Source: an optimization exercise on an open RTL-to-GDS flow (aim: a short achievable clock period and few clock cycles). Production flows keep margins and buffers that such runs may drop.
Only simulation tests tie the RTL to the original design; equivalence was not proved.
Power and IR drop assume default switching activity.

<file path="config.mk">
export PLATFORM = sky130hd
export DESIGN_NAME = cpu
export DESIGN_NICKNAME = cpu
export VERILOG_FILES = /design/flow/design.v
export SDC_FILE = /design/flow/constraint.sdc
export NUM_CORES = 4
export LEC_CHECK = 0
export CAP_MARGIN = 20
export CORE_MARGIN = 2
export CORE_UTILIZATION = 40
export SLEW_MARGIN = 20
</file>
<file path="design.v">
module cpu (
    input           clk,
    input           rst,
    output          imem_en,
    output          imem_wen,
    output  [31:0]  imem_addr,
    output  [31:0]  imem_wdata,
    input   [31:0]  imem_rdata,
    output          dmem_en,
    output          dmem_wen,
    output  [31:0]  dmem_addr,
    output  [31:0]  dmem_wdata,
    input   [31:0]  dmem_rdata
);
    function [31:0] bswap(input [31:0] v);
        bswap = {v[7:0], v[15:8], v[23:16], v[31:24]};
    endfunction
    function [2:0] cmp3(input [31:0] a, input [31:0] b);
        reg [31:0] l, e;
        integer i, n;
        begin
            for (i = 0; i < 31; i = i + 1) begin
                l[i] = !a[i] & b[i];
                e[i] = !(a[i] ^ b[i]);
            end
            l[31] = 1'b0;
            e[31] = 1'b1;
            for (n = 16; n >= 1; n = n / 2) begin
                for (i = 0; i < n; i = i + 1) begin
                    l[i] = l[2*i+1] | (e[2*i+1] & l[2*i]);
                    e[i] = e[2*i+1] & e[2*i];
                end
            end
            cmp3 = {e[0] & (a[31] == b[31]),
                    (a[31] & !b[31]) | ((a[31] == b[31]) & l[0]),
                    (!a[31] & b[31]) | ((a[31] == b[31]) & l[0])};
        end
    endfunction
    function [32:0] add32(input [31:0] a, input [31:0] b, input ci);
        reg [31:0] p, g, gn, pn;
        integer i, d;
        begin
            p = a ^ b;
            g = a & b;
            g[0] = g[0] | (p[0] & ci);
            pn = p;
            for (d = 1; d < 32; d = d * 2) begin
                gn = g;
                for (i = d; i < 32; i = i + 1) begin
                    gn[i] = g[i] | (pn[i] & g[i-d]);
                end
                for (i = 31; i >= d; i = i - 1) begin
                    pn[i] = pn[i] & pn[i-d];
                end
                g = gn;
            end
            add32 = {g[31], p ^ {g[30:0], ci}};
        end
    endfunction
    assign imem_en    = 1'b1;
    assign imem_wen   = 1'b0;
    assign imem_wdata = 32'h0;
    wire        flush;           
    wire [31:2] redirect;        
    wire        stall;           
    reg  [31:2] f_pc;
    assign imem_addr = {f_pc, 2'b00};
    localparam BI = 3;               
    localparam BN = 1 << BI;         
    reg  [BN-1:0] btb_v;
    reg  [BN-1:0] btb_fold;
    reg  [BN-1:0] btb_br;          
    reg  [31:BI+2] btb_tag [0:BN-1];
    reg  [31:2] btb_t   [0:BN-1];  
    reg  [31:2] btb_nt  [0:BN-1];  
    reg  [ 1:0] btb_ctr [0:BN-1];
    reg  [ 2:0] btb_f3  [0:BN-1];
    reg  [ 4:0] btb_rs1 [0:BN-1];
    reg  [ 4:0] btb_rs2 [0:BN-1];
    wire [BI-1:0] f_idx  = f_pc[BI+1:2];
    wire        f_hit    = btb_v[f_idx] && btb_tag[f_idx] == f_pc[31:BI+2];
    wire        f_ptaken = btb_ctr[f_idx][1];
    wire [31:2] f_pc4    = f_pc + 30'd1;
    wire [31:2] f_pred   = !f_hit ? f_pc4 : f_ptaken ? btb_t[f_idx] : btb_nt[f_idx];
    reg         m_bf;
    reg  [31:2] m_bf_alt;
    always @(posedge clk) begin
        if (rst)
            f_pc <= 30'h400;
        else if (flush)
            f_pc <= redirect;
        else if (!stall)
            f_pc <= f_pred;
    end
    wire        d_valid  = 1'b1;
    wire [31:0] d_ir     = bswap(imem_rdata);
    wire [31:2] d_pc     = f_pc;
    wire [31:2] d_pred   = f_pred;
    wire        d_fold   = f_hit && btb_fold[f_idx];             
    wire        d_bf     = f_hit && btb_fold[f_idx] && btb_br[f_idx];
    wire        d_bf_pt  = f_ptaken;                           
    wire [31:2] d_bf_alt = f_ptaken ? btb_nt[f_idx] : btb_t[f_idx];
    wire [ 2:0] d_bf_f3  = btb_f3[f_idx];
    wire [ 4:0] d_bf_rs1 = btb_rs1[f_idx];
    wire [ 4:0] d_bf_rs2 = btb_rs2[f_idx];
    wire [6:0] d_op  = d_ir[6:0];
    wire [2:0] d_f3  = d_ir[14:12];
    wire [4:0] d_rs1 = d_ir[19:15];
    wire [4:0] d_rs2 = d_ir[24:20];
    wire [4:0] d_rd  = d_ir[11:7];
    wire d_lui   = d_op == 7'b0110111;
    wire d_auipc = d_op == 7'b0010111;
    wire d_jal   = d_op == 7'b1101111;
    wire d_jalr  = d_op == 7'b1100111;
    wire d_br    = d_op == 7'b1100011;
    wire d_ld    = d_op == 7'b0000011;
    wire d_st    = d_op == 7'b0100011;
    wire d_iop   = d_op == 7'b0010011;
    wire d_rop   = d_op == 7'b0110011;
    wire d_wr      = (d_lui | d_auipc | d_jal | d_jalr | d_ld | d_iop | d_rop) && d_rd != 5'd0;
    wire d_use1    = d_jalr | d_br | d_ld | d_st | d_iop | d_rop;
    wire d_use2    = d_br | d_st | d_rop;
    wire [31:0] d_immI = {{20{d_ir[31]}}, d_ir[31:20]};
    wire [31:0] d_immS = {{20{d_ir[31]}}, d_ir[31:25], d_ir[11:7]};
    wire [31:0] d_immB = {{20{d_ir[31]}}, d_ir[7], d_ir[30:25], d_ir[11:8], 1'b0};
    wire [31:0] d_immU = {d_ir[31:12], 12'b0};
    wire [31:0] d_immJ = {{12{d_ir[31]}}, d_ir[19:12], d_ir[20], d_ir[30:21], 1'b0};
    wire [31:0] d_imm = d_st            ? d_immS :
                        (d_lui|d_auipc) ? d_immU :
                        d_jal           ? 32'd4  :
                                          d_immI;
    wire [31:2] d_pc4 = f_pc4;
    reg  [31:0] rf [0:31];
    reg         w_valid;
    reg         w_wr;
    reg  [ 4:0] w_rd;
    reg  [31:0] w_data;
    wire        w_we = w_valid && w_wr;
    always @(posedge clk) begin
        if (w_we)
            rf[w_rd] <= w_data;
    end
    function [31:0] rd_reg(input [4:0] r);
        rd_reg = r == 5'd0 ? 32'h0 : (w_we && w_rd == r) ? w_data : rf[r];
    endfunction
    wire [31:0] d_ra = rd_reg(d_rs1);
    wire [31:0] d_rb = rd_reg(d_rs2);
    reg         e_valid;
    reg         e_wr;
    reg  [ 4:0] e_rd;
    reg         e_ld;
    reg         m_valid;
    reg         m_wr;
    reg         m_ld;
    reg  [ 4:0] m_rd;
    wire d_fa_m = e_valid && e_wr && e_rd == d_rs1;
    wire d_fa_w = m_valid && m_wr && m_rd == d_rs1;
    wire d_fb_m = e_valid && e_wr && e_rd == d_rs2;
    wire d_fb_w = m_valid && m_wr && m_rd == d_rs2;
    assign stall = d_valid && e_ld && !d_br &&
                   ((d_fa_m && d_use1) || (d_fb_m && d_rop));
    reg  [31:2] e_pc4;
    reg  [31:2] e_pc;
    reg  [31:2] e_pred;
    reg  [31:2] e_boff;
    wire [31:2] e_tgt = e_pc + e_boff;
    reg  [31:0] e_ra;
    reg  [31:0] e_rb;
    reg  [ 4:0] e_bf_rs1;
    reg  [ 4:0] e_bf_rs2;
    reg  [31:0] e_sv;
    reg         e_fs_m, e_fs_w;
    reg         e_sub;
    reg         e_sel_add, e_sel_sll, e_sel_sr, e_sel_sra, e_sel_slt, e_sel_sltu;
    reg         e_sel_xor, e_sel_or, e_sel_and;
    reg         e_fa_m, e_fa_w, e_fb_m, e_fb_w;
    reg         e_late_a, e_late_b;
    reg         e_late_s;
    reg         e_self_x, e_self_y;
    reg         e_st, e_br, e_jal, e_jalr;
    reg  [ 2:0] e_f3;
    reg  [ 4:0] e_rs1, e_rs2;
    reg         e_fold;
    reg         e_bf;
    reg         e_bf_pt;
    reg  [31:2] e_bf_alt;
    reg  [ 2:0] e_bf_f3;
    always @(posedge clk) begin
        if (rst || flush || stall)
            e_valid <= 1'b0;
        else
            e_valid <= d_valid;
        e_wr     <= d_wr;
        e_rd     <= d_rd;
        e_ld     <= d_ld;
        e_st     <= d_st;
        e_br     <= d_br;
        e_jal    <= d_jal;
        e_jalr   <= d_jalr;
        e_f3     <= d_f3;
        e_rs1    <= d_rs1;
        e_rs2    <= d_rs2;
        e_pc     <= d_pc;
        e_pc4    <= d_pc4;
        e_pred   <= d_pred;
        e_boff   <= d_jal ? d_immJ[31:2] : d_immB[31:2];
        e_ra     <= d_auipc | d_jal ? {d_pc, 2'b00} : d_lui ? 32'h0 : d_ra;
        e_rb     <= (d_rop | d_br) ? d_rb : d_imm;
        e_sv     <= d_rb;
        e_fs_m   <= d_fb_m && d_st;
        e_fs_w   <= d_fb_w && d_st;
        e_bf_rs1 <= d_bf_rs1;
        e_bf_rs2 <= d_bf_rs2;
        e_fa_m   <= d_fa_m && d_use1;
        e_fa_w   <= d_fa_w && d_use1;
        e_fb_m   <= d_fb_m && (d_rop | d_br);
        e_fb_w   <= d_fb_w && (d_rop | d_br);
        e_late_a <= d_fa_m && d_br && e_ld;
        e_late_b <= d_fb_m && d_br && e_ld;
        e_late_s <= d_fb_m && d_st && e_ld;
        e_self_x <= d_wr && d_rd == d_bf_rs1;
        e_self_y <= d_wr && d_rd == d_bf_rs2;
        e_fold   <= d_fold;
        e_bf     <= d_bf;
        e_bf_pt  <= d_bf_pt;
        e_bf_alt <= d_bf_alt;
        e_bf_f3  <= d_bf_f3;
        e_sub      <= (d_rop && d_ir[30] && d_f3 == 3'b000) ||
                      ((d_rop | d_iop) && (d_f3 == 3'b010 || d_f3 == 3'b011));
        e_sel_add  <= !(d_rop | d_iop) || d_f3 == 3'b000;
        e_sel_sll  <= (d_rop | d_iop) && d_f3 == 3'b001;
        e_sel_slt  <= (d_rop | d_iop) && d_f3 == 3'b010;
        e_sel_sltu <= (d_rop | d_iop) && d_f3 == 3'b011;
        e_sel_xor  <= (d_rop | d_iop) && d_f3 == 3'b100;
        e_sel_sr   <= (d_rop | d_iop) && d_f3 == 3'b101;
        e_sel_sra  <= d_ir[30];
        e_sel_or   <= (d_rop | d_iop) && d_f3 == 3'b110;
        e_sel_and  <= (d_rop | d_iop) && d_f3 == 3'b111;
    end
    reg  [31:0] m_res;
    wire [31:0] e_a  = e_fa_m ? m_res : e_fa_w ? w_data : e_ra;
    wire [31:0] e_b  = e_fb_m ? m_res : e_fb_w ? w_data : e_rb;
    wire [31:0] e_s  = e_fs_m ? m_res : e_fs_w ? w_data : e_sv;
    wire        e_fx_m   = m_valid && m_wr && m_rd == e_bf_rs1;
    wire        e_fy_m   = m_valid && m_wr && m_rd == e_bf_rs2;
    wire        e_late_x = e_fx_m && m_ld;
    wire        e_late_y = e_fy_m && m_ld;
    wire [31:0] e_x = e_fx_m ? m_res : rd_reg(e_bf_rs1);
    wire [31:0] e_y = e_fy_m ? m_res : rd_reg(e_bf_rs2);
    wire [ 2:0] e_cf3    = e_bf ? e_bf_f3 : e_f3;
    wire        e_t_bad  = e_jalr || e_tgt != e_pred;
    wire        e_nt_bad = (e_br || !e_fold) && e_pc4 != e_pred;
    wire [ 4:0] e_sh  = e_b[4:0];
    wire [32:0] e_sum = add32(e_a, e_b ^ {32{e_sub}}, e_sub);
    wire        e_ltu = !e_sum[32];
    wire        e_lt  = e_a[31] != e_b[31] ? e_a[31] : e_sum[31];
    wire [31:0] e_srx = $signed({e_sel_sra & e_a[31], e_a}) >>> e_sh;
    wire [31:0] e_alu = ({32{e_sel_add}} & e_sum[31:0]) |
                        ({32{e_sel_sll}} & (e_a << e_sh)) |
                        ({32{e_sel_sr}}  & e_srx) |
                        ({32{e_sel_slt}} & {31'b0, e_lt}) |
                        ({32{e_sel_sltu}} & {31'b0, e_ltu}) |
                        ({32{e_sel_xor}} & (e_a ^ e_b)) |
                        ({32{e_sel_or}}  & (e_a | e_b)) |
                        ({32{e_sel_and}} & (e_a & e_b));
    reg         m_br, m_jalr, m_taken_always;
    reg  [ 2:0] m_f3;
    reg  [ 4:0] m_rs1, m_rs2;
    reg  [31:0] m_a, m_b;
    reg         m_late_a, m_late_b;
    reg  [31:2] m_pc, m_pc4, m_tgt;
    reg         m_jal;
    reg         m_den, m_dwen;
    reg  [31:0] m_sdata;
    reg  [31:0] m_addr;
    reg         m_res_a, m_res_b;    
    reg         m_in_a, m_in_b;      
    reg         m_fold, m_bf_pt;
    reg         m_c_eq, m_c_lt, m_c_ltu, m_c_inv;
    reg         m_fl_t, m_fl_nt, m_fl;
    reg  [31:2] m_redir;
    always @(posedge clk) begin
        if (rst || flush) begin
            m_valid <= 1'b0;
            m_den   <= 1'b0;
            m_dwen  <= 1'b0;
        end else begin
            m_valid <= e_valid;
            m_den   <= e_valid && (e_ld || e_st);
            m_dwen  <= e_valid && e_st;
        end
        m_wr     <= e_wr;
        m_rd     <= e_rd;
        m_ld     <= e_ld;
        m_br     <= e_br;
        m_jal    <= e_jal;
        m_jalr   <= e_jalr;
        m_taken_always <= e_jal || e_jalr;
        m_f3     <= e_f3;
        m_rs1    <= e_rs1;
        m_rs2    <= e_rs2;
        m_c_eq   <= !e_cf3[2];
        m_c_lt   <= e_cf3[2:1] == 2'b10;
        m_c_ltu  <= e_cf3[2:1] == 2'b11;
        m_c_inv  <= e_cf3[0];
        m_a      <= e_bf ? e_x : e_a;
        m_b      <= e_bf ? e_y : e_b;
        m_late_a <= e_bf ? e_late_x : e_late_a;
        m_late_b <= e_bf ? e_late_y : e_late_b;
        m_res_a  <= e_bf && e_self_x && !e_ld;
        m_res_b  <= e_bf && e_self_y && !e_ld;
        m_in_a   <= e_bf && e_self_x && e_ld;
        m_in_b   <= e_bf && e_self_y && e_ld;
        m_fl_t   <= (e_bf && !e_bf_pt) || (e_br && e_t_bad);
        m_fl_nt  <= (e_bf && e_bf_pt) || (e_br && e_nt_bad);
        m_fl     <= !e_bf && !e_br && ((e_jal || e_jalr) ? e_t_bad : e_nt_bad);
        m_redir  <= e_bf ? e_bf_alt : (e_jal || (e_br && e_t_bad)) ? e_tgt : e_pc4;
        m_pc     <= e_pc;
        m_pc4    <= e_pc4;
        m_tgt    <= e_tgt;
        m_res    <= e_alu;
        if (e_ld || e_st)
            m_addr <= e_alu;
        m_sdata  <= e_late_s ? dmem_rdata : bswap(e_s);
        m_fold   <= e_fold;
        m_bf     <= e_bf;
        m_bf_pt  <= e_bf_pt;
        m_bf_alt <= e_bf_alt;
    end
    assign dmem_en    = m_den;
    assign dmem_wen   = m_dwen;
    assign dmem_addr  = m_addr;
    assign dmem_wdata = m_sdata;
    wire [31:0] m_ra = m_res_a ? m_res : m_late_a ? w_data : m_a;
    wire [31:0] m_rb = m_res_b ? m_res : m_late_b ? w_data : m_b;
    wire [31:0] m_in = bswap(dmem_rdata);
    wire [ 2:0] m_c_rr = cmp3(m_ra, m_rb);
    wire [ 2:0] m_c_ir = cmp3(m_in, m_rb);
    wire [ 2:0] m_c_ri = cmp3(m_ra, m_in);
    wire [ 2:0] m_c = m_in_a ? (m_in_b ? 3'b100 : m_c_ir) : (m_in_b ? m_c_ri : m_c_rr);
    wire        m_cond  = m_c_inv ^ ((m_c_eq & m_c[2]) | (m_c_lt & m_c[1]) | (m_c_ltu & m_c[0]));
    wire        m_taken = m_taken_always || (m_br && m_cond);
    assign flush    = m_valid && (m_fl || (m_cond ? m_fl_t : m_fl_nt));
    assign redirect = m_jalr ? m_res[31:2] : m_redir;
    reg  [31:2] w_pc;
    reg         w_ctrl;
    reg         w_bf;
    always @(posedge clk) begin
        if (rst)
            w_valid <= 1'b0;
        else
            w_valid <= m_valid;
        w_wr     <= m_wr;
        w_rd     <= m_rd;
        w_data   <= m_jalr ? {m_pc4, 2'b00} : m_ld ? bswap(dmem_rdata) : m_res;
        w_pc     <= m_pc;
        w_ctrl   <= m_br || m_jal || m_jalr;
        w_bf     <= m_bf;
    end
    reg         u_valid;
    reg         u_taken;
    reg         u_jal;
    reg         u_fold;
    reg  [31:2] u_pc;
    reg  [31:2] u_tgt;
    reg  [31:2] u_pc4;
    reg  [ 2:0] u_f3;
    reg  [ 4:0] u_rs1, u_rs2;
    reg         v_valid;
    reg         v_taken;
    reg  [31:2] v_pc;
    wire m_host_ok = w_valid && !w_ctrl && !w_bf;
    always @(posedge clk) begin
        if (rst)
            u_valid <= 1'b0;
        else
            u_valid <= m_valid && (m_br || m_jal);
        u_taken <= m_taken;
        u_jal   <= m_jal;
        u_fold  <= m_host_ok && (m_br || !m_wr);
        u_pc    <= (m_host_ok && (m_br || !m_wr)) ? w_pc : m_pc;
        u_tgt   <= m_tgt;
        u_pc4   <= m_pc4;
        u_f3    <= m_f3;
        u_rs1   <= m_rs1;
        u_rs2   <= m_rs2;
        if (rst)
            v_valid <= 1'b0;
        else
            v_valid <= m_valid && m_bf;
        v_taken <= m_cond;
        v_pc    <= m_pc;
    end
    wire [BI-1:0] u_idx = u_pc[BI+1:2];
    wire       u_hit = btb_v[u_idx] && !btb_fold[u_idx] && btb_tag[u_idx] == u_pc[31:BI+2];
    wire [1:0] u_ctr = btb_ctr[u_idx];
    wire [BI-1:0] v_idx = v_pc[BI+1:2];
    wire       v_hit = btb_v[v_idx] && btb_fold[v_idx] && btb_br[v_idx] && btb_tag[v_idx] == v_pc[31:BI+2];
    wire [1:0] v_ctr = btb_ctr[v_idx];
    wire       v_do  = v_valid && v_hit;
    always @(posedge clk) begin
        if (rst)
            btb_v <= {BN{1'b0}};
        else if (u_valid && (u_taken || u_fold))
            btb_v[u_idx] <= 1'b1;
        if (u_valid) begin
            if (u_fold) begin
                btb_fold[u_idx] <= 1'b1;
                btb_br[u_idx]   <= !u_jal;
                btb_tag[u_idx]  <= u_pc[31:BI+2];
                btb_rs1[u_idx]  <= u_rs1;
                btb_rs2[u_idx]  <= u_rs2;
                btb_f3[u_idx]   <= u_f3;
                if (u_jal) begin
                    btb_nt[u_idx]  <= u_tgt;
                    btb_ctr[u_idx] <= 2'b00;
                end else begin
                    btb_t[u_idx]   <= u_tgt;
                    btb_nt[u_idx]  <= u_pc4;
                    btb_ctr[u_idx] <= u_taken ? 2'b10 : 2'b01;
                end
            end else if (u_taken) begin
                btb_fold[u_idx] <= 1'b0;
                btb_tag[u_idx]  <= u_pc[31:BI+2];
                btb_t[u_idx]    <= u_tgt;
                btb_nt[u_idx]   <= u_pc4;
                btb_ctr[u_idx]  <= u_jal ? 2'b11 : !u_hit ? 2'b10 : u_ctr == 2'b11 ? 2'b11 : u_ctr + 2'b01;
            end else if (u_hit) begin
                btb_ctr[u_idx]  <= u_ctr == 2'b00 ? 2'b00 : u_ctr - 2'b01;
            end
        end
        if (v_do) begin
            if (v_taken)
                btb_ctr[v_idx] <= v_ctr == 2'b11 ? 2'b11 : v_ctr + 2'b01;
            else
                btb_ctr[v_idx] <= v_ctr == 2'b00 ? 2'b00 : v_ctr - 2'b01;
        end
    end
endmodule
</file>
<file path="constraint.sdc">
create_clock -name core_clock -period 11.0 [get_ports {clk}]
set_input_delay 2.2000 -clock core_clock [delete_from_list [all_inputs] [get_ports {clk}]]
set_output_delay 2.2000 -clock core_clock [all_outputs]
set_load 0.01 [all_outputs]
</file>
<file path="standard.sh">
#!/bin/bash
# synth_recipe.tcl (not shown) runs the flow's synth.tcl, then flattens the netlist and writes it again
# the make line also repeats each setting of config.mk as NAME=value (left out here)
make -C /OpenROAD-flow-scripts/flow DESIGN_CONFIG=/design/flow/config.mk WORK_HOME=/design/flow/orfs CLKGATE_MAP_FILE= SYNTH_SCRIPT=/design/flow/synth_recipe.tcl "${@:-finish}"
</file>
<file path="flow/run.sh">
#!/bin/bash
# Standard layout, with timing repair aimed at a shorter period than the
# 11 ns constraint (the constraint itself is unchanged), and plain buffers
# (not delay cells) on the ports.
set -euo pipefail
bash standard.sh SETUP_SLACK_MARGIN=7.5 \
    "BUFFER_PORTS_ARGS=-buffer_cell sky130_fd_sc_hd__buf_4" \
    finish > standard_flow.log 2>&1
</file>
==> metrics.csv, run 1 <==
stage;metric;value;unit
status;outcome;timing/DRC/antenna clean;
placed_design;Post-DP HPWL;388;mm
timing;setup tns final;0;ps
power_and_ir_drop;Pwr Density;188;nW/um^2
floorplan;Core ar.;355000;um^2
routing;drc violations;0;
worst_setup_path;CP Data Required Time;11880;ps
routing;Starting DRT DRC Count;20151;
timing;Slew HR;4.45;%
clock_network;clock slew at reported path FFs;70;ps
cells_and_area;Layout Utilization;49.3;%
routing;Total Routed Length;674;mm
power_and_ir_drop;Design Power;33.0;mW
min_path;Hold Crit Class;reg -> reg;
synth;area leader, netlist;edfxtp_1;
synth;Mapped Cells;10794;
timing;fraction of the cycle the final worst path needs;40.9;%
clock_network;# H-tree levels;5;
clock_network;Hold Buf Count CTS;0;
clock_network;Clock Tree Root;clkbuf_16;
timing;max frequency;222;MHz
global_route;first-pass GRT wire length;887;mm
power_and_ir_drop;leakage;61.0;nW
power_and_ir_drop;worst vdd ir;170;uV
global_route;largest net degree at the start of global routing;114;
global_route;total track usage;35.2;%
synth;post-synthesis sequential area ratio;51.1;%
synth;ys async rst share;0;%
cells_and_area;fin cells;16387;
synth;syn avg cell area;13.2;um^2
placed_design;number of port buffers;161;
routing;Post-DRT Antenna Nets;0;
timing;clk_skew;79.4;ps
synth;Post-synth EDFFs;1888;
synth;Mapped Area;143000;um^2
global_route;vias in the first global route;106358;
synth;yosys warns;1;
routing;vias after detailed routing;114185;
floorplan;Top Ports;198;
synth;Synth Register Bits;2694;
floorplan;Initial Utilization;40.1;%
synth;share of the synthesized area in the top cell type;39.7;%
worst_setup_path;Worst EP arrival;5380;ps
timing;Worst Tran Pin Value;1430;ps
timing;Tmin final;4500;ps
cells_and_area;nets;11633;
clock_network;clk buf depth;4;
floorplan;Die X;601;um
floorplan;FP Rows;219;
synth;Top FF cell, synth;edfxtp_1;
cells_and_area;area grow syn2layout;22.9;%
placed_design;Final Wtd Congestion;1.00;
timing;unrepaired setup endpoints after global routing;true;
global_route;initial antenna violation count;72;
routing;Via density;6.97;
timing;final setup violation count;0;
timing;Slew Viols, Final;0;
clock_network;TritonCTS clock tree;yes;
clock_network;total CTS buffers;293;
timing;final hold viol count;0;
floorplan;die area;361000;um^2
worst_setup_path;crit path launch type;flop;
worst_setup_path;CP max FO;16;
floorplan;die height;601;um
worst_setup_path;worst setup path class;reg -> reg;
clock_network;Clock Latency Late Sink;960;ps
synth;synth top area cells;edfxtp_1, mux4_2, dfxtp_1;
routing;DR WL/cell;41.1;um
global_route;global route overflow;0;
placed_design;dpl cells;15129;
routing;TritonRoute pass-1 iters;11;
clock_network;clock sinks;2694;
run;max-capacitance violation count;0;
cells_and_area;layout cell share with drive strength beyond 1;31.4;%
worst_setup_path;CP Capture Type;flop;
synth;Netlist cell types;101;
## synth_stat cells, drive strengths merged, types with 19 or more instances
cell type	instances
a211oi	71
a21o	66
a21oi	469
a221o	24
a221oi	309
a22oi	257
a31oi	24
and2	22
and3	36
buf	339
clkbuf	606
dfxtp	806
edfxtp	1888
ha	228
inv	157
mux2	159
mux2i	1041
mux4	1077
nand2	757
nand2b	33
nand3	98
nand4	83
nor2	691
nor2b	36
nor3	86
nor4	36
o2111ai	20
o211ai	176
o21a	81
o21ai	541
o221ai	31
o22ai	39
or3	19
xnor2	200
xor2	82
## logic make-up (layout without fill, tap and decap cells)
| group | Yosys count | in the layout | share of synthesized area (%) |
|---|---|---|---|
| mux | 2277 | 2277 | 25.6 |
| compound gates | 2219 | 2221 | 10.3 |
| other cells | 2 | 88 | 0.00526 |
| flops | 2694 | 2694 | 51.1 |
| fa+ha+maj | 233 | 233 | 2.05 |
| simple gates | 1978 | 1982 | 6.09 |
| buf+inv | 1106 | 1856 | 3.12 |
| xor+xnor | 285 | 285 | 1.78 |
## layer usage
metal,global-route usage [%],vias up,part of all wire [%]
li1,-,43909,-
met1,44.2,57056,35
met2,49.8,10438,41
met3,13.4,2760,15
met4,24.6,22,9.0
met5,0,-,0.052
## registers in the layout, indices dropped and copies added, names as in the netlist, 32 cells and up, named ones only
name     flops
btb_nt     240
w_data      32
btb_t      240
m_b         32
e_sv        32
btb_rs2     40
e_rb        32
btb_rs1     40
e_ra        32
m_addr      32
m_a         32
btb_tag    216
m_res       32
rf        1024
m_sdata     32
## path summary, 6_finish.rpt
check / from / to / slack [ps] / cells after the start
hold reg to reg: m_tgt[13] / u_tgt[13] / 320 / 0
setup / recovery: m_late_a / f_pc[8] / 6500 / 18
setup reg to reg: m_late_a / f_pc[8] / 6500 / 18
hold / removal: m_tgt[13] / u_tgt[13] / 320 / 0
## layout by cell type, fill, tap and decap left out, types with 83 or more instances in the layout
cell	instances
o21ai_0	405
nand3_1	89
nor2_1	582
nand4_1	83
mux2_2	126
mux2i_1	977
dfxtp_1	688
ha_1	195
clkbuf_16	352
a221oi_1	278
xnor2_1	177
buf_6	193
a21oi_2	86
buf_12	138
buf_16	127
mux4_2	1077
edfxtp_1	1888
inv_1	143
o21ai_1	91
a22oi_1	252
a21oi_1	365
nand2_1	745
o211ai_1	175
buf_4	572
## report_power, final
| group | internal [mW] | switching, mW |
|---|---|---|
| registers | 11.6 | 0.646 |
| clock network | 5.84 | 4.37 |
| logic | 3.90 | 6.63 |
| total | 21.4 | 11.6 |
## cell type report
class                   count  area [um^2]
diodes                     52          130
clock buffers             381         8130
clock inverters           161         1660
fillers                 30004       180000
inverters                 161          658
multi-input cells        7034        70000
flip-flops and latches   2694        73100
well taps                4751         5940
repair buffers           1153        15700
## worst max-delay path: stages (launching register included)
cell,delay (ps)
dfxtp_2,410
buf_12,210
mux2i_1,210
nor2_1,80
a21oi_1,530
ha_4,310
and4_1,160
a221oi_2,310
o221ai_2,240
a21o_1,260
or2_4,250
a22oi_2,280
buf_4,190
o2bb2ai_4,120
nand3_4,120
buf_12,180
buf_16,150
mux2_4,310
nor2_4,70
## stage by stage
step	instance area, um^2	hold slack, ps	worst slack (ps)
detailed placement	150000	312	4740
CTS	170000	324	6640
global placement	150000	310	4790
floorplan	144000	310	6440
finish	175000	322	6500
global route	175000	325	6500
## timing repair
action                     in CTS  in global routing
pin swaps                     157                175
gates cloned                  104                 55
resized for setup            1037                482
buffers inserted              295                205
setup endpoints to repair     901                672
Testbench counts, summed over its fixed seeds: cycles 80,859.
==> run 2, diff against run 1 <==
--- a/design.v
+++ b/design.v
@@ -73,7 +73,9 @@
     reg  [31:BI+2] btb_tag [0:BN-1];
     reg  [31:2] btb_t   [0:BN-1];  
     reg  [31:2] btb_nt  [0:BN-1];  
-    reg  [ 1:0] btb_ctr [0:BN-1];
+    reg  [ 1:0] btb_ctr [0:BN-1];   
+    reg  [ 7:0] btb_hist [0:BN-1];  
+    reg  [511:0] pht;
     reg  [ 2:0] btb_f3  [0:BN-1];
     reg  [ 4:0] btb_rs1 [0:BN-1];
     reg  [ 4:0] btb_rs2 [0:BN-1];
@@ -99,6 +101,7 @@
     wire        d_fold   = f_hit && btb_fold[f_idx];             
     wire        d_bf     = f_hit && btb_fold[f_idx] && btb_br[f_idx];
     wire        d_bf_pt  = f_ptaken;                           
+    wire [ 7:0] d_pidx   = btb_hist[f_idx] ^ {f_idx, {8-BI{1'b0}}};
     wire [31:2] d_bf_alt = f_ptaken ? btb_nt[f_idx] : btb_t[f_idx];
     wire [ 2:0] d_bf_f3  = btb_f3[f_idx];
     wire [ 4:0] d_bf_rs1 = btb_rs1[f_idx];
@@ -183,6 +186,7 @@
     reg         e_fold;
     reg         e_bf;
     reg         e_bf_pt;
+    reg  [ 7:0] e_pidx;
     reg  [31:2] e_bf_alt;
     reg  [ 2:0] e_bf_f3;
     always @(posedge clk) begin
@@ -223,6 +227,7 @@
         e_fold   <= d_fold;
         e_bf     <= d_bf;
         e_bf_pt  <= d_bf_pt;
+        e_pidx   <= d_pidx;
         e_bf_alt <= d_bf_alt;
         e_bf_f3  <= d_bf_f3;
         e_sub      <= (d_rop && d_ir[30] && d_f3 == 3'b000) ||
@@ -276,6 +281,7 @@
     reg         m_res_a, m_res_b;    
     reg         m_in_a, m_in_b;      
     reg         m_fold, m_bf_pt;
+    reg  [ 7:0] m_pidx;
     reg         m_c_eq, m_c_lt, m_c_ltu, m_c_inv;
     reg         m_fl_t, m_fl_nt, m_fl;
     reg  [31:2] m_redir;
@@ -325,6 +331,7 @@
         m_fold   <= e_fold;
         m_bf     <= e_bf;
         m_bf_pt  <= e_bf_pt;
+        m_pidx   <= e_pidx;
         m_bf_alt <= e_bf_alt;
     end
     assign dmem_en    = m_den;
@@ -369,6 +376,7 @@
     reg         v_valid;
     reg         v_taken;
     reg  [31:2] v_pc;
+    reg  [ 7:0] v_pidx;
     wire m_host_ok = w_valid && !w_ctrl && !w_bf;
     always @(posedge clk) begin
         if (rst)
@@ -390,13 +398,19 @@
             v_valid <= m_valid && m_bf;
         v_taken <= m_cond;
         v_pc    <= m_pc;
+        v_pidx  <= m_pidx;
     end
     wire [BI-1:0] u_idx = u_pc[BI+1:2];
     wire       u_hit = btb_v[u_idx] && !btb_fold[u_idx] && btb_tag[u_idx] == u_pc[31:BI+2];
     wire [1:0] u_ctr = btb_ctr[u_idx];
     wire [BI-1:0] v_idx = v_pc[BI+1:2];
     wire       v_hit = btb_v[v_idx] && btb_fold[v_idx] && btb_br[v_idx] && btb_tag[v_idx] == v_pc[31:BI+2];
-    wire [1:0] v_ctr = btb_ctr[v_idx];
+    wire [1:0] v_ctr  = pht[{v_pidx, 1'b1} -: 2];
+    wire [1:0] v_nctr = v_taken ? (v_ctr == 2'b11 ? 2'b11 : v_ctr + 2'b01)
+                                : (v_ctr == 2'b00 ? 2'b00 : v_ctr - 2'b01);
+    wire [7:0] v_hist = {btb_hist[v_idx][6:0], v_taken};
+    wire [7:0] v_npidx = v_hist ^ {v_idx, {8-BI{1'b0}}};
+    wire       v_npred = v_npidx == v_pidx ? v_nctr[1] : pht[{v_npidx, 1'b1}];
     wire       v_do  = v_valid && v_hit;
     always @(posedge clk) begin
         if (rst)
@@ -418,6 +432,7 @@
                     btb_t[u_idx]   <= u_tgt;
                     btb_nt[u_idx]  <= u_pc4;
                     btb_ctr[u_idx] <= u_taken ? 2'b10 : 2'b01;
+                    btb_hist[u_idx] <= {7'b0, u_taken};
                 end
             end else if (u_taken) begin
                 btb_fold[u_idx] <= 1'b0;
@@ -430,10 +445,14 @@
             end
         end
         if (v_do) begin
-            if (v_taken)
-                btb_ctr[v_idx] <= v_ctr == 2'b11 ? 2'b11 : v_ctr + 2'b01;
-            else
-                btb_ctr[v_idx] <= v_ctr == 2'b00 ? 2'b00 : v_ctr - 2'b01;
+            btb_hist[v_idx] <= v_hist;
+            btb_ctr[v_idx]  <= {v_npred, 1'b0};
         end
     end
+    always @(posedge clk) begin
+        if (rst)
+            pht <= {256{2'b10}};
+        else if (v_valid)
+            pht[{v_pidx, 1'b1} -: 2] <= v_nctr;
+    end
 endmodule
==> run 2 against run 1 <==
Now fails the layout checks on slew limit; register-to-register slack improved by 30 ps; final area increased by 24%; global-route usage decreased by 1.4 points; via count increased by 23%; worst hold slack got worse by 8.1 ps; total power increased by 26%; highest routed layer unchanged.
==> metrics.csv, run 2 <==
stage;metric;value;unit;change
synth;Synth Register Bits;3294;;+22%
synth;area leader, netlist;edfxtp_1;;
timing;Worst Tran Pin Value;1890;ps;+468 ps
synth;post-synthesis sequential area ratio;49.7;%;-1.3 points
floorplan;die height;659;um;+9.7%
clock_network;TritonCTS clock tree;yes;;
synth;Mapped Area;172000;um^2;+20%
run;max-capacitance violation count;0;;unchanged
cells_and_area;nets;14991;;+29%
status;violated checks;slew limit;;
timing;worst hold slack;313;ps;-8.14 ps
status;outcome;failed layout checks;;
clock_network;# H-tree levels;5;;unchanged
synth;XOR/XNOR Fraction of Synth Area;1.60;%;-0.18 points
worst_setup_path;crit path launch type;flop;;
cells_and_area;fillers;35718;;+19%
global_route;first-pass GRT wire length;1040;mm;+17%
cells_and_area;area grow syn2layout;26.7;%;
floorplan;die area;435000;um^2;+20%
worst_setup_path;worst setup path class;reg -> reg;;
timing;unrepaired setup endpoints after global routing;true;;
synth;share of the synthesized area in the top cell type;34.0;%;-5.8 points
synth;Mapped Cells;14092;;+31%
synth;simple-gate area share of the yosys netlist;8.25;%;+2.2 points
global_route;total track usage;33.8;%;-1.4 points
worst_setup_path;crit path cell chain;buf_12 > buf_6 > buf_8 > buf_16 > buf_4 > mux4_2 > mux4_2 > a22oi_2 > a21oi_2 > or3_4 > o31ai_4 > inv_2 > a21oi_4 > buf_6 > buf_6 > buf_6 > a21o_4 > buf_16 > mux2_4 > o21ai_1;;
synth;main combinational cell family by area after synthesis;multiplexers;;
synth;syn avg cell area;12.2;um^2;-7.7%
cells_and_area;max reg flops;1024;;unchanged
floorplan;Die X;659;um;+9.7%
power_and_ir_drop;Design Power;41.7;mW;+26%
clock_network;clock slew at reported path FFs;60;ps;about the same
placed_design;Final Wtd Congestion;0.968;;-3.2%
worst_setup_path;CP Data Required Time;11770;ps;-110 ps
global_route;global route overflow;0;;unchanged
min_path;Hold Crit Class;reg -> reg;;
routing;DR WL/cell;37.3;um;-9.2%
clock_network;Clock Latency Late Sink;1070;ps;+110 ps
global_route;largest net degree at the start of global routing;185;;+62%
worst_setup_path;CP Capture Type;flop;;
routing;Post-DRT Antenna Nets;0;;unchanged
timing;Slew HR;-26.3;%;-31 points
worst_setup_path;slowest stage cell, crit path;mux4_2;;
power_and_ir_drop;worst vdd ir;145;uV;-15%
clock_network;clock sinks;3294;;+22%
cells_and_area;Layout Utilization;50.9;%;+1.6 points
timing;clk_skew;155;ps;+75.1 ps
synth;synth top area cells;edfxtp_1, mux4_2, dfxtp_1;;
cells_and_area;layout cell share with drive strength beyond 1;34.6;%;+3.2 points
floorplan;Top Ports;198;;unchanged
synth;Netlist cell types;105;;+4.0%
clock_network;clk buf depth;4;;unchanged
synth;commonest cells in the netlist;edfxtp_1, nand2_1, dfxtp_1, mux4_2, mux2i_1;;
power_and_ir_drop;leakage;75.8;nW;+24%
routing;vias after detailed routing;140457;;+23%
placed_design;Post-DP HPWL;440;mm;+13%
timing;setup tns final;0;ps;unchanged
clock_network;total CTS buffers;361;;+23%
timing;final setup violation count;0;;unchanged
timing;max frequency;224;MHz;+0.74%
timing;Tmin final;4470;ps;-32.9 ps
routing;Total Routed Length;775;mm;+15%
cells_and_area;largest reg by FF count;rf;;
clock_network;Clock Tree Root;clkbuf_16;;
worst_setup_path;CP max FO;8;;-8
synth;yosys warns;1;;unchanged
synth;Adder-Cell Fraction of Synth Area;1.70;%;-0.35 points
clock_network;Hold Buf Count CTS;0;;unchanged
global_route;vias in the first global route;131026;;+23%
worst_setup_path;CP dominant cell by count;buf_6;;
synth;Post-synth EDFFs;1944;;+3.0%
timing;Slew Viols, Final;140;;+140
cells_and_area;commonest non-fill, non-tap cell in the layout;edfxtp_1;;
cells_and_area;Top Registers;rf x1024, pht x512;;
floorplan;Core ar.;428000;um^2;+20%
worst_setup_path;delay of the slowest critical-path stage;520;ps;about the same
synth;Compound-Gate Fraction of Synth Area;11.1;%;+0.78 points
timing;fraction of the cycle the final worst path needs;40.6;%;-0.30 points
floorplan;FP Rows;240;;+9.6%
routing;drc violations;0;;unchanged
timing;final hold viol count;0;;unchanged
cells_and_area;most frequent cells in the layout;edfxtp_1, mux4_2, dfxtp_1, nand2_1, mux2i_1;;
routing;TritonRoute pass-1 iters;10;;-1
synth;count leader, synth;edfxtp_1;;
floorplan;Initial Utilization;40.2;%;about the same
routing;Starting DRT DRC Count;23367;;+16%
routing;Via density;6.76;;-2.9%
placed_design;number of port buffers;161;;unchanged
synth;ys async rst share;0;%;unchanged
power_and_ir_drop;Pwr Density;191;nW/um^2;+1.5%
synth;Top FF cell, synth;edfxtp_1;;
synth;mux contribution to synthesized area;24.1;%;-1.4 points
global_route;initial antenna violation count;65;;-9.7%
worst_setup_path;Worst EP arrival;5240;ps;-140 ps
## run 2: changes by cell type after synthesis, moves of 204 or more
cell      before   now
nand2_1      757  1534
dfxtp_1      806  1350
o21ai_0      498   834
nand3_1       97   375
nor2_1       690   935
a21oi_1      460   696
clkbuf_1     604   811
mux4_2      1077  1281
## run 2: kinds of logic (layout without fill, tap and decap cells)
family                   count (synthesis)  in the layout
other                                    2            117
multiplexers                          2519           2519
buffers and inverters                 1477           2328
AO/OA/AOI/OAI                         2944           2956
XOR/XNOR                               309            309
flip-flops                            3294           3294
adder cells (fa/ha/maj)                232            232
AND/OR/NAND/NOR                       3315           3326
## run 2: metal layers
metal / vias to the layer above / global-route usage (%) / part of all wire (%)
met5: - / 0.233 / 0.062
met4: 30 / 26.1 / 9.6
met3: 3070 / 10.6 / 14
met2: 11366 / 48.9 / 42
met1: 70130 / 42.1 / 35
li1: 55861 / - / -
## run 2: stage by stage
step / area, um^2 / worst slack (ps) / cells
6_report: 218000 / 6530 / 20768
5_1_grt: 218000 / 6470 / 20754
4_1_cts: 209000 / 6580 / 20405
3_5_place_dp: 180000 / 4460 / 19089
3_3_place_gp: 180000 / 4520 / 19083
2_1_floorplan: 174000 / 6190 / 14126
## run 2: final timing paths
kind         startpoint            end  slack, ps  depth (start not counted)
min reg2reg        m_wr           w_wr        310                          0
max           v_pidx[0]  btb_ctr[1][1]       6530                         20
max reg2reg   v_pidx[0]  btb_ctr[1][1]       6530                         20
min                m_wr           w_wr        310                          0
## run 2: where the power goes
part	internal, mW	switching, mW	total (mW)
logic	5.65	8.73	14.4
registers	13.9	0.838	14.7
clock network	7.13	5.43	12.6
total	26.7	15.0	41.7
## run 2: layout make-up
cell class,instances,area [um^2],share of cell area [%]
diodes,81,203,0.0931
clock buffers,499,10100,4.64
inverters,206,860,0.395
multi-input cells,9378,90900,41.7
repair buffers,1452,20800,9.57
flip-flops and latches,3294,85700,39.4
clock inverters,171,1980,0.910
well taps,5687,7120,3.27
## run 2: repair_timing
action	in CTS	in global routing
gates resized for setup	1942	1189
gates cloned	195	27
pin swaps	317	474
setup endpoints to repair	1461	1153
setup buffers	451	253
## run 2: worst max-delay path, delay by kind of cell (launching register included)
family / cells / cell delay (ps)
DFF: 1 / 370
AOI/OAI and AO/OA: 6 / 880
buffers and inverters: 10 / 1230
muxes: 3 / 1250
and+or+nand+nor: 1 / 440
Testbench counts of run 2, summed over its fixed seeds: cycles 78,661.
==> run 3, diff against run 2 <==
--- a/design.v
+++ b/design.v
@@ -16,24 +16,24 @@
         bswap = {v[7:0], v[15:8], v[23:16], v[31:24]};
     endfunction
     function [2:0] cmp3(input [31:0] a, input [31:0] b);
-        reg [31:0] l, e;
+        reg [31:0] l, g;
         integer i, n;
         begin
             for (i = 0; i < 31; i = i + 1) begin
                 l[i] = !a[i] & b[i];
-                e[i] = !(a[i] ^ b[i]);
+                g[i] = a[i] & !b[i];
             end
             l[31] = 1'b0;
-            e[31] = 1'b1;
+            g[31] = 1'b0;
             for (n = 16; n >= 1; n = n / 2) begin
                 for (i = 0; i < n; i = i + 1) begin
-                    l[i] = l[2*i+1] | (e[2*i+1] & l[2*i]);
-                    e[i] = e[2*i+1] & e[2*i];
+                    l[i] = l[2*i+1] | (!g[2*i+1] & l[2*i]);
+                    g[i] = g[2*i+1] | (!l[2*i+1] & g[2*i]);
                 end
             end
-            cmp3 = {e[0] & (a[31] == b[31]),
-                    (a[31] & !b[31]) | ((a[31] == b[31]) & l[0]),
-                    (!a[31] & b[31]) | ((a[31] == b[31]) & l[0])};
+            cmp3 = {!l[0] & !g[0] & (a[31] == b[31]),
+                    (a[31] & !b[31]) | (!(!a[31] & b[31]) & l[0]),
+                    (!a[31] & b[31]) | (!(a[31] & !b[31]) & l[0])};
         end
     endfunction
     function [32:0] add32(input [31:0] a, input [31:0] b, input ci);
@@ -257,22 +257,22 @@
     wire        e_nt_bad = (e_br || !e_fold) && e_pc4 != e_pred;
     wire [ 4:0] e_sh  = e_b[4:0];
     wire [32:0] e_sum = add32(e_a, e_b ^ {32{e_sub}}, e_sub);
-    wire        e_ltu = !e_sum[32];
-    wire        e_lt  = e_a[31] != e_b[31] ? e_a[31] : e_sum[31];
+    wire [ 2:0] e_cmp = cmp3(e_a, e_b);
+    wire        e_ltu = e_cmp[0];
+    wire        e_lt  = e_cmp[1];
     wire [31:0] e_srx = $signed({e_sel_sra & e_a[31], e_a}) >>> e_sh;
-    wire [31:0] e_alu = ({32{e_sel_add}} & e_sum[31:0]) |
-                        ({32{e_sel_sll}} & (e_a << e_sh)) |
+    wire [31:0] e_oth = ({32{e_sel_sll}} & (e_a << e_sh)) |
                         ({32{e_sel_sr}}  & e_srx) |
                         ({32{e_sel_slt}} & {31'b0, e_lt}) |
                         ({32{e_sel_sltu}} & {31'b0, e_ltu}) |
                         ({32{e_sel_xor}} & (e_a ^ e_b)) |
                         ({32{e_sel_or}}  & (e_a | e_b)) |
                         ({32{e_sel_and}} & (e_a & e_b));
+    wire [31:0] e_alu = e_sel_add ? e_sum[31:0] : e_oth;
     reg         m_br, m_jalr, m_taken_always;
     reg  [ 2:0] m_f3;
     reg  [ 4:0] m_rs1, m_rs2;
     reg  [31:0] m_a, m_b;
-    reg         m_late_a, m_late_b;
     reg  [31:2] m_pc, m_pc4, m_tgt;
     reg         m_jal;
     reg         m_den, m_dwen;
@@ -309,10 +309,10 @@
         m_c_lt   <= e_cf3[2:1] == 2'b10;
         m_c_ltu  <= e_cf3[2:1] == 2'b11;
         m_c_inv  <= e_cf3[0];
-        m_a      <= e_bf ? e_x : e_a;
-        m_b      <= e_bf ? e_y : e_b;
-        m_late_a <= e_bf ? e_late_x : e_late_a;
-        m_late_b <= e_bf ? e_late_y : e_late_b;
+        m_a      <= e_bf ? (e_late_x ? bswap(dmem_rdata) : e_x)
+                         : (e_late_a ? bswap(dmem_rdata) : e_a);
+        m_b      <= e_bf ? (e_late_y ? bswap(dmem_rdata) : e_y)
+                         : (e_late_b ? bswap(dmem_rdata) : e_b);
         m_res_a  <= e_bf && e_self_x && !e_ld;
         m_res_b  <= e_bf && e_self_y && !e_ld;
         m_in_a   <= e_bf && e_self_x && e_ld;
@@ -325,8 +325,7 @@
         m_pc4    <= e_pc4;
         m_tgt    <= e_tgt;
         m_res    <= e_alu;
-        if (e_ld || e_st)
-            m_addr <= e_alu;
+        m_addr   <= e_sum[31:0];
         m_sdata  <= e_late_s ? dmem_rdata : bswap(e_s);
         m_fold   <= e_fold;
         m_bf     <= e_bf;
@@ -338,13 +337,17 @@
     assign dmem_wen   = m_dwen;
     assign dmem_addr  = m_addr;
     assign dmem_wdata = m_sdata;
-    wire [31:0] m_ra = m_res_a ? m_res : m_late_a ? w_data : m_a;
-    wire [31:0] m_rb = m_res_b ? m_res : m_late_b ? w_data : m_b;
     wire [31:0] m_in = bswap(dmem_rdata);
-    wire [ 2:0] m_c_rr = cmp3(m_ra, m_rb);
-    wire [ 2:0] m_c_ir = cmp3(m_in, m_rb);
-    wire [ 2:0] m_c_ri = cmp3(m_ra, m_in);
-    wire [ 2:0] m_c = m_in_a ? (m_in_b ? 3'b100 : m_c_ir) : (m_in_b ? m_c_ri : m_c_rr);
+    wire [ 2:0] m_c_rr = cmp3(m_a, m_b);
+    wire [ 2:0] m_c_ir = cmp3(m_in, m_b);
+    wire [ 2:0] m_c_ri = cmp3(m_a, m_in);
+    wire [ 2:0] m_c_xr = cmp3(m_res, m_b);
+    wire [ 2:0] m_c_rx = cmp3(m_a, m_res);
+    wire        m_sa = m_in_a | m_res_a;
+    wire        m_sb = m_in_b | m_res_b;
+    wire [ 2:0] m_c = m_sa && m_sb ? 3'b100 :
+                      m_in_a ? m_c_ir : m_in_b ? m_c_ri :
+                      m_res_a ? m_c_xr : m_res_b ? m_c_rx : m_c_rr;
     wire        m_cond  = m_c_inv ^ ((m_c_eq & m_c[2]) | (m_c_lt & m_c[1]) | (m_c_ltu & m_c[0]));
     wire        m_taken = m_taken_always || (m_br && m_cond);
     assign flush    = m_valid && (m_fl || (m_cond ? m_fl_t : m_fl_nt));
==> run 3 against run 2 <==
Now clean on timing, DRC and antenna; synthesized area up 0.88%; global-route usage down 0.36 points; via count rose by 0.30%; utilization about the same; final area rose by 0.92%; first-iteration DRC count down 2.0%; combinational power up 6%; fmax decreased by 2.4%; largest cell class unchanged; largest power group is now combinational logic.
==> metrics.csv, run 3 <==
stage;metric;value;unit;change
routing;DR WL/cell;37.7;um;+1.0%
routing;Post-DRT Antenna Nets;0;;unchanged
floorplan;FP Rows;241;;+0.42%
synth;area leader, netlist;edfxtp_1;;
synth;share of the synthesized area in the top cell type;33.1;%;-0.85 points
clock_network;Clock Tree Root;clkbuf_16;;
placed_design;dpl cells;18960;;-0.68%
cells_and_area;most frequent cells in the layout;edfxtp_1, mux4_2, dfxtp_1, nand2_1, mux2i_1;;
timing;final setup violation count;0;;unchanged
worst_setup_path;flop-to-flop setup slack;6470;ps;-60 ps
cells_and_area;largest reg by FF count;rf;;
floorplan;Top Ports;198;;unchanged
timing;final hold viol count;0;;unchanged
synth;yosys warns;1;;unchanged
cells_and_area;Top Registers;rf x1024, pht x512;;
cells_and_area;fin cells;20594;;-0.84%
routing;Starting DRT DRC Count;22895;;-2.0%
synth;synth top area cells;edfxtp_1, mux4_2, dfxtp_1;;
placed_design;Area after DPL;182000;um^2;+0.90%
global_route;first-pass GRT wire length;1030;mm;-0.74%
cells_and_area;area of the multi-input gates;93200;um^2;+2.5%
worst_setup_path;CP Capture Type;flop;;
timing;max frequency;218;MHz;-2.4%
routing;Via density;6.84;;+1.2%
power_and_ir_drop;Design Power;42.3;mW;+1.5%
cells_and_area;fillers;35988;;+0.76%
global_route;vias in the first global route;129894;;-0.86%
synth;Netlist cell types;105;;unchanged
worst_setup_path;reg-to-reg critical path endpoint;pht[368];;
timing;worst hold slack;324;ps;+10.4 ps
min_path;Hold Crit Class;reg -> reg;;
global_route;initial antenna violation count;74;;+14%
clock_network;clock sinks;3292;;-0.061%
clock_network;# H-tree levels;5;;unchanged
worst_setup_path;CP Data Required Time;11920;ps;+150 ps
worst_setup_path;CP max FO;6;;-2
placed_design;number of port buffers;161;;unchanged
worst_setup_path;RR Startpoint;v_pidx[0];;
synth;Mapped Cells;13853;;-1.7%
placed_design;Final Wtd Congestion;0.987;;+2.0%
cells_and_area;nets;14809;;-1.2%
power_and_ir_drop;leakage;74.3;nW;-2.0%
cells_and_area;Storage cell area;85300;um^2;-0.45%
cells_and_area;commonest non-fill, non-tap cell in the layout;edfxtp_1;;
min_path;Hold Path Depth;0;;unchanged
synth;post-synthesis sequential area ratio;49.1;%;-0.64 points
synth;Synth Register Bits;3292;;-0.061%
clock_network;total CTS buffers;355;;-1.7%
routing;vias after detailed routing;140882;;+0.30%
cells_and_area;area grow syn2layout;26.8;%;about the same
timing;Slew Viols, Final;0;;-100%
routing;drc violations;0;;unchanged
global_route;largest net degree at the start of global routing;245;;+32%
synth;Top FF cell, synth;edfxtp_1;;
power_and_ir_drop;worst vdd ir;149;uV;+2.4%
synth;syn avg cell area;12.5;um^2;+2.6%
clock_network;TritonCTS clock tree;yes;;
placed_design;Post-DP HPWL;434;mm;-1.5%
clock_network;Clock Latency Late Sink;1030;ps;-40 ps
floorplan;Die X;662;um;+0.44%
global_route;global route overflow;0;;unchanged
global_route;total track usage;33.4;%;-0.36 points
worst_setup_path;worst setup path class;in -> reg;;
timing;clk_skew;91.4;ps;-63.1 ps
timing;setup tns final;0;ps;unchanged
timing;unrepaired setup endpoints after global routing;true;;
floorplan;Core ar.;431000;um^2;+0.84%
worst_setup_path;crit path launch type;input port;;
clock_network;clock slew at reported path FFs;60;ps;about the same
synth;commonest cells in the netlist;edfxtp_1, mux4_2, dfxtp_1, nor2_1, nand2_1;;
floorplan;Initial Utilization;40.2;%;about the same
synth;Mapped Area;173000;um^2;+0.88%
min_path;HP Start;e_pidx[6];;
worst_setup_path;Worst EP arrival;5500;ps;+260 ps
synth;ys async rst share;0;%;unchanged
routing;TritonRoute pass-1 iters;11;;+1
min_path;Hold EP;m_pidx[6];;
cells_and_area;layout cell share with drive strength beyond 1;36.2;%;+1.6 points
floorplan;die area;439000;um^2;+0.87%
synth;count leader, synth;edfxtp_1;;
clock_network;Hold Buf Count CTS;0;;unchanged
clock_network;clk buf depth;4;;unchanged
timing;fraction of the cycle the final worst path needs;41.6;%;+1.0 points
timing;Worst Tran Pin Value;1380;ps;-518 ps
cells_and_area;fin area;220000;um^2;+0.92%
worst_setup_path;Reg2Reg Depth;16;;-20%
status;outcome;timing/DRC/antenna clean;;
power_and_ir_drop;Pwr Density;192;nW/um^2;+0.59%
cells_and_area;max reg flops;1024;;unchanged
floorplan;die height;662;um;+0.44%
synth;Post-synth EDFFs;1912;;-1.6%
timing;Tmin final;4580;ps;+111 ps
timing;Slew HR;8.25;%;+35 points
run;max-capacitance violation count;0;;unchanged
routing;Total Routed Length;776;mm;+0.19%
[run 3: cell count changes in the layout (fill, tap and decap cells not counted), moves of 168 or more]
cell	change
o21ai_0	-387
a21oi_1	+341
nand2_1	-310
a221oi_1	-233
a211o_1	+214
mux2i_1	-208
nor2_4	+192
o211ai_1	-182
mux4_2	+168
[run 3: worst max-delay path, cell delays in order]
cell and delay [ps]:
buf_12 110, nand2b_4 120, maj3_2 290, maj3_2 290
maj3_2 300, o21a_4 220, a21boi_4 160, nand3_2 80
o31ai_1 60, a221o_2 440, buf_6 160, buf_12 130
buf_6 120, o22ai_4 220, clkbuf_16 220, nand4_1 140
a21oi_1 220
[run 3: what timing repair did]
action	CTS	global route
setup endpoints to repair	1692	1150
buffers inserted	448	220
gates resized for setup	2142	1106
hold endpoints to repair	0	0
pin swaps	660	503
gates cloned	197	64
[run 3: how the worst max path moves through the flow]
stage                  startpoint        to  slack [ps]
finish              dmem_rdata[0]   f_pc[5]        6420
CTS                 dmem_rdata[0]  f_pc[31]        6550
floorplan           dmem_rdata[0]      flop        5920
detailed placement      v_pidx[0]  pht[405]        4650
global route        dmem_rdata[0]   f_pc[5]        6370
global placement        v_pidx[0]  pht[251]        4720
[run 3: routing by layer]
layer | vias to the layer above | GRT usage, % | wire, um
met5 | - | 0 | 288
met4 | 28 | 23.9 | 70300
met3 | 3111 | 11.2 | 114000
met2 | 11926 | 48.4 | 325000
met1 | 70426 | 41.9 | 266000
li1 | 55391 | - | -
[run 3: cells by family after synthesis]
| family | after synthesis | share of synthesized area, % |
|---|---|---|
| other | 2 | 0.00433 |
| adder cells (fa/ha/maj) | 332 | 2.22 |
| flip-flops | 3292 | 49.1 |
| multiplexers | 2493 | 25.0 |
| buffers and inverters | 1431 | 3.29 |
| AO/OA/AOI/OAI | 2763 | 10.4 |
| AND/OR/NAND/NOR | 3215 | 8.24 |
| XOR/XNOR | 325 | 1.74 |
[run 3: cell type report]
class / instances / area share, %
diodes: 52 / 0.0592
clock buffers: 497 / 4.64
clock inverters: 154 / 0.730
inverters: 243 / 0.437
multi-input cells: 9189 / 42.4
flip-flops and latches: 3292 / 38.8
well taps: 5710 / 3.25
repair buffers: 1457 / 9.62
[run 3: stage by stage]
stage	worst slack, ps	utilization [%]
after detailed placement	4650	42.1
after global routing	6370	50.9
final	6420	50.9
after floorplan	5920	-
after CTS	6550	49.0
after global placement	4720	42.1
[run 3: report_power, final]
group | internal (mW) | switching [mW] | total (mW)
Clock | 7.12 | 5.30 | 12.4
Combinational | 6.10 | 9.22 | 15.3
Sequential | 13.9 | 0.624 | 14.6
Total | 27.1 | 15.1 | 42.3
Testbench counts of run 3, summed over its fixed seeds: cycles 78,661.
==> run 4, diff against run 3 <==
--- a/design.v
+++ b/design.v
@@ -73,9 +73,7 @@
     reg  [31:BI+2] btb_tag [0:BN-1];
     reg  [31:2] btb_t   [0:BN-1];  
     reg  [31:2] btb_nt  [0:BN-1];  
-    reg  [ 1:0] btb_ctr [0:BN-1];   
-    reg  [ 7:0] btb_hist [0:BN-1];  
-    reg  [511:0] pht;
+    reg  [ 1:0] btb_ctr [0:BN-1];
     reg  [ 2:0] btb_f3  [0:BN-1];
     reg  [ 4:0] btb_rs1 [0:BN-1];
     reg  [ 4:0] btb_rs2 [0:BN-1];
@@ -101,7 +99,6 @@
     wire        d_fold   = f_hit && btb_fold[f_idx];             
     wire        d_bf     = f_hit && btb_fold[f_idx] && btb_br[f_idx];
     wire        d_bf_pt  = f_ptaken;                           
-    wire [ 7:0] d_pidx   = btb_hist[f_idx] ^ {f_idx, {8-BI{1'b0}}};
     wire [31:2] d_bf_alt = f_ptaken ? btb_nt[f_idx] : btb_t[f_idx];
     wire [ 2:0] d_bf_f3  = btb_f3[f_idx];
     wire [ 4:0] d_bf_rs1 = btb_rs1[f_idx];
@@ -186,7 +183,6 @@
     reg         e_fold;
     reg         e_bf;
     reg         e_bf_pt;
-    reg  [ 7:0] e_pidx;
     reg  [31:2] e_bf_alt;
     reg  [ 2:0] e_bf_f3;
     always @(posedge clk) begin
@@ -227,7 +223,6 @@
         e_fold   <= d_fold;
         e_bf     <= d_bf;
         e_bf_pt  <= d_bf_pt;
-        e_pidx   <= d_pidx;
         e_bf_alt <= d_bf_alt;
         e_bf_f3  <= d_bf_f3;
         e_sub      <= (d_rop && d_ir[30] && d_f3 == 3'b000) ||
@@ -281,7 +276,6 @@
     reg         m_res_a, m_res_b;    
     reg         m_in_a, m_in_b;      
     reg         m_fold, m_bf_pt;
-    reg  [ 7:0] m_pidx;
     reg         m_c_eq, m_c_lt, m_c_ltu, m_c_inv;
     reg         m_fl_t, m_fl_nt, m_fl;
     reg  [31:2] m_redir;
@@ -330,7 +324,6 @@
         m_fold   <= e_fold;
         m_bf     <= e_bf;
         m_bf_pt  <= e_bf_pt;
-        m_pidx   <= e_pidx;
         m_bf_alt <= e_bf_alt;
     end
     assign dmem_en    = m_den;
@@ -379,7 +372,6 @@
     reg         v_valid;
     reg         v_taken;
     reg  [31:2] v_pc;
-    reg  [ 7:0] v_pidx;
     wire m_host_ok = w_valid && !w_ctrl && !w_bf;
     always @(posedge clk) begin
         if (rst)
@@ -401,19 +393,13 @@
             v_valid <= m_valid && m_bf;
         v_taken <= m_cond;
         v_pc    <= m_pc;
-        v_pidx  <= m_pidx;
     end
     wire [BI-1:0] u_idx = u_pc[BI+1:2];
     wire       u_hit = btb_v[u_idx] && !btb_fold[u_idx] && btb_tag[u_idx] == u_pc[31:BI+2];
     wire [1:0] u_ctr = btb_ctr[u_idx];
     wire [BI-1:0] v_idx = v_pc[BI+1:2];
     wire       v_hit = btb_v[v_idx] && btb_fold[v_idx] && btb_br[v_idx] && btb_tag[v_idx] == v_pc[31:BI+2];
-    wire [1:0] v_ctr  = pht[{v_pidx, 1'b1} -: 2];
-    wire [1:0] v_nctr = v_taken ? (v_ctr == 2'b11 ? 2'b11 : v_ctr + 2'b01)
-                                : (v_ctr == 2'b00 ? 2'b00 : v_ctr - 2'b01);
-    wire [7:0] v_hist = {btb_hist[v_idx][6:0], v_taken};
-    wire [7:0] v_npidx = v_hist ^ {v_idx, {8-BI{1'b0}}};
-    wire       v_npred = v_npidx == v_pidx ? v_nctr[1] : pht[{v_npidx, 1'b1}];
+    wire [1:0] v_ctr = btb_ctr[v_idx];
     wire       v_do  = v_valid && v_hit;
     always @(posedge clk) begin
         if (rst)
@@ -435,7 +421,6 @@
                     btb_t[u_idx]   <= u_tgt;
                     btb_nt[u_idx]  <= u_pc4;
                     btb_ctr[u_idx] <= u_taken ? 2'b10 : 2'b01;
-                    btb_hist[u_idx] <= {7'b0, u_taken};
                 end
             end else if (u_taken) begin
                 btb_fold[u_idx] <= 1'b0;
@@ -448,14 +433,10 @@
             end
         end
         if (v_do) begin
-            btb_hist[v_idx] <= v_hist;
-            btb_ctr[v_idx]  <= {v_npred, 1'b0};
+            if (v_taken)
+                btb_ctr[v_idx] <= v_ctr == 2'b11 ? 2'b11 : v_ctr + 2'b01;
+            else
+                btb_ctr[v_idx] <= v_ctr == 2'b00 ? 2'b00 : v_ctr - 2'b01;
         end
     end
-    always @(posedge clk) begin
-        if (rst)
-            pht <= {256{2'b10}};
-        else if (v_valid)
-            pht[{v_pidx, 1'b1} -: 2] <= v_nctr;
-    end
 endmodule
==> run 4 against run 3 <==
Sequential cell count is 600 lower; largest power group is now registers; synthesized cell count is 24% lower; utilization is 1.3 points lower; final cell count is 21% lower; wire length is 18% lower; first-iteration DRC count is 20% lower; synthesized area is 18% lower; global-route usage is 0.67 points higher; clock skew is 13 ps higher; sequential power is 16% lower; non-clock buffer count is 287 lower.
==> metrics.csv, run 4 <==
stage;metric;value;unit;change
synth;yosys warns;1;;unchanged
timing;final setup violation count;0;;unchanged
synth;synth top area cells;edfxtp_1, mux4_2, dfxtp_1;;
power_and_ir_drop;leakage;60.8;nW;-18%
cells_and_area;Top Registers;rf x1024, btb_nt x240, btb_t x240;;
synth;Netlist cell types;97;;-7.6%
routing;vias after detailed routing;110322;;-22%
floorplan;FP Rows;218;;-9.5%
synth;commonest cells in the netlist;edfxtp_1, mux4_2, dfxtp_1, a21oi_1, mux2i_1;;
synth;Mapped Cells;10571;;-24%
clock_network;Clock Latency Late Sink;960;ps;-70 ps
synth;post-synthesis sequential area ratio;51.0;%;+1.9 points
timing;clk_skew;105;ps;+13.3 ps
cells_and_area;max reg flops;1024;;unchanged
synth;Post-synth EDFFs;1856;;-2.9%
min_path;Hold Crit Class;reg -> reg;;
worst_setup_path;flop-to-flop setup slack;6140;ps;-330 ps
floorplan;die area;360000;um^2;-18%
floorplan;Initial Utilization;40.3;%;+0.067 points
cells_and_area;largest reg by FF count;rf;;
cells_and_area;Layout Utilization;49.7;%;-1.3 points
cells_and_area;nets;11485;;-22%
timing;Worst Tran Pin Value;1260;ps;-116 ps
worst_setup_path;Worst Setup EP;m_den;;
synth;area leader, netlist;edfxtp_1;;
routing;DR WL/cell;39.4;um;+4.5%
power_and_ir_drop;Pwr Density;186;nW/um^2;-3.2%
worst_setup_path;worst setup path class;in -> reg;;
synth;ys async rst share;0;%;unchanged
timing;Slew Viols, Final;0;;unchanged
placed_design;number of port buffers;161;;unchanged
worst_setup_path;CP Data Required Time;11810;ps;-110 ps
min_path;HP Start;e_f3[0];;
worst_setup_path;CP Capture Type;flop;;
routing;Via density;6.80;;-0.64%
synth;syn avg cell area;13.5;um^2;+7.5%
routing;drc violations;0;;unchanged
global_route;total track usage;34.1;%;+0.67 points
worst_setup_path;Worst EP arrival;5790;ps;+290 ps
floorplan;Core ar.;353000;um^2;-18%
cells_and_area;area grow syn2layout;23.4;%;
synth;Synth Register Bits;2692;;-18%
clock_network;Clock Tree Root;clkbuf_16;;
clock_network;# H-tree levels;5;;unchanged
worst_setup_path;Reg2Reg Depth;20;;+4
synth;share of the synthesized area in the top cell type;39.2;%;+6.1 points
clock_network;clock sinks;2692;;-18%
timing;final hold viol count;0;;unchanged
routing;Starting DRT DRC Count;18396;;-20%
run;max-capacitance violation count;0;;unchanged
synth;Top FF cell, synth;edfxtp_1;;
global_route;first-pass GRT wire length;857;mm;-17%
worst_setup_path;crit path launch type;input port;;
global_route;global route overflow;0;;unchanged
routing;Total Routed Length;640;mm;-18%
timing;unrepaired setup endpoints after global routing;true;;
timing;fraction of the cycle the final worst path needs;45.3;%;+3.6 points
worst_setup_path;reg-to-reg critical path endpoint;m_redir[23];;
cells_and_area;most frequent cells in the layout;edfxtp_1, mux4_2, dfxtp_1, mux2i_1, a21oi_1;;
timing;Slew HR;15.1;%;+6.9 points
global_route;vias in the first global route;104828;;-19%
timing;max frequency;201;MHz;-8.0%
cells_and_area;commonest non-fill, non-tap cell in the layout;edfxtp_1;;
routing;Post-DRT Antenna Nets;0;;unchanged
power_and_ir_drop;worst vdd ir;165;uV;+11%
synth;count leader, synth;edfxtp_1;;
worst_setup_path;CP max FO;8;;+2
clock_network;clk buf depth;4;;unchanged
clock_network;TritonCTS clock tree;yes;;
clock_network;total CTS buffers;292;;-18%
timing;setup tns final;0;ps;unchanged
placed_design;Final Wtd Congestion;0.981;;-0.58%
status;outcome;timing/DRC/antenna clean;;
timing;Tmin final;4980;ps;+401 ps
synth;Mapped Area;142000;um^2;-18%
cells_and_area;layout cell share with drive strength beyond 1;34.5;%;-1.7 points
floorplan;Die X;600;um;-9.4%
worst_setup_path;origin of the worst setup path;dmem_rdata[16];;
placed_design;Post-DP HPWL;377;mm;-13%
clock_network;clock slew at reported path FFs;60;ps;about the same
worst_setup_path;RR Startpoint;e_pc[2];;
floorplan;die height;600;um;-9.4%
clock_network;Hold Buf Count CTS;0;;unchanged
global_route;initial antenna violation count;69;;-6.8%
routing;TritonRoute pass-1 iters;7;;-4
floorplan;Top Ports;198;;unchanged
global_route;largest net degree at the start of global routing;98;;-60%
## run 4: worst min-delay path by stage
stage | to | slack [ps] | cells after the start
2_1_floorplan | m_rs1[0] | 310 | 0
3_3_place_gp | m_rs1[2] | 310 | 0
3_5_place_dp | m_rs1[0] | 310 | 0
4_1_cts | m_f3[0] | 270 | 0
5_1_grt | m_f3[0] | 280 | 0
6_report | m_f3[0] | 270 | 0
## run 4: critical path, cell delays in order
cell	delay, ps
buf_6	120
nand2b_4	130
maj3_2	310
maj3_2	310
maj3_2	340
o21ai_2	170
a21oi_4	50
o221ai_2	150
nand2_1	90
a41o_1	240
o211ai_4	310
xor2_2	210
mux2_4	320
o21a_4	280
buf_6	150
nor3b_4	240
o21a_1	160
## run 4: stage by stage
step	power [mW]	instances	area [um^2]	hold WS (ps)	worst slack, ps
floorplan	17.2	10605	144000	310	5610
global placement	20.6	14966	150000	310	4640
detailed placement	20.7	14967	150000	312	4600
CTS	31.8	15972	171000	269	6030
global route	33.3	16201	175000	279	5900
finish	32.7	16231	176000	272	6020
## run 4: per-layer routing
layer / vias to the layer above / part of all wire [%] / global-route usage (%)
met5: - / 0.035 / 0
met4: 32 / 9.4 / 25.1
met3: 2444 / 13 / 10.9
met2: 9229 / 43 / 50.4
met1: 55506 / 35 / 41.9
li1: 43111 / - / -
## run 4: kinds of logic after synthesis
logic type,Yosys count,synth area share [%]
compound gates,2167,9.81
xor+xnor,313,1.93
fa+ha+maj,340,2.78
buf+inv,1064,2.97
flops,2692,51.0
mux,2106,25.5
other cells,2,0.00528
simple gates,1887,5.99
## run 4: layout make-up
| type | count | area, um^2 |
|---|---|---|
| flip-flops and latches | 2692 | 72800 |
| repair buffers | 1170 | 15600 |
| clock buffers | 394 | 8180 |
| inverters | 198 | 828 |
| clock inverters | 142 | 1420 |
| well taps | 4730 | 5920 |
| diodes | 43 | 108 |
| repair inverters | 2 | 17.5 |
| fillers | 29520 | 178000 |
| multi-input cells | 6860 | 70600 |
## run 4: what timing repair did
| action | in CTS | in global routing |
|---|---|---|
| gates cloned | 110 | 41 |
| endpoints found under the hold margin | 0 | 0 |
| pin swaps | 184 | 185 |
| gates resized for setup | 1291 | 387 |
| setup buffers | 359 | 175 |
| endpoints found under the setup margin | 685 | 659 |
## run 4: power by group
part           internal (mW)  leakage [nW]  total, mW  switching (mW)
combinational           3.95          32.5       10.4            6.41
clock                   5.65          4.68       10.0            4.34
sequential              11.7          23.6       12.3           0.644
total                   21.3          60.8       32.7            11.4
Testbench counts of run 4, summed over its fixed seeds: cycles 80,859.

Setup slack of run 4, layout unchanged: 6.019 ns with ideal ports, 5.970 ns with driving cells assumed (clock clkbuf_16, inputs buf_2), 4.939 ns with port delays also shifted by the 1.030 ns mid clock arrival.
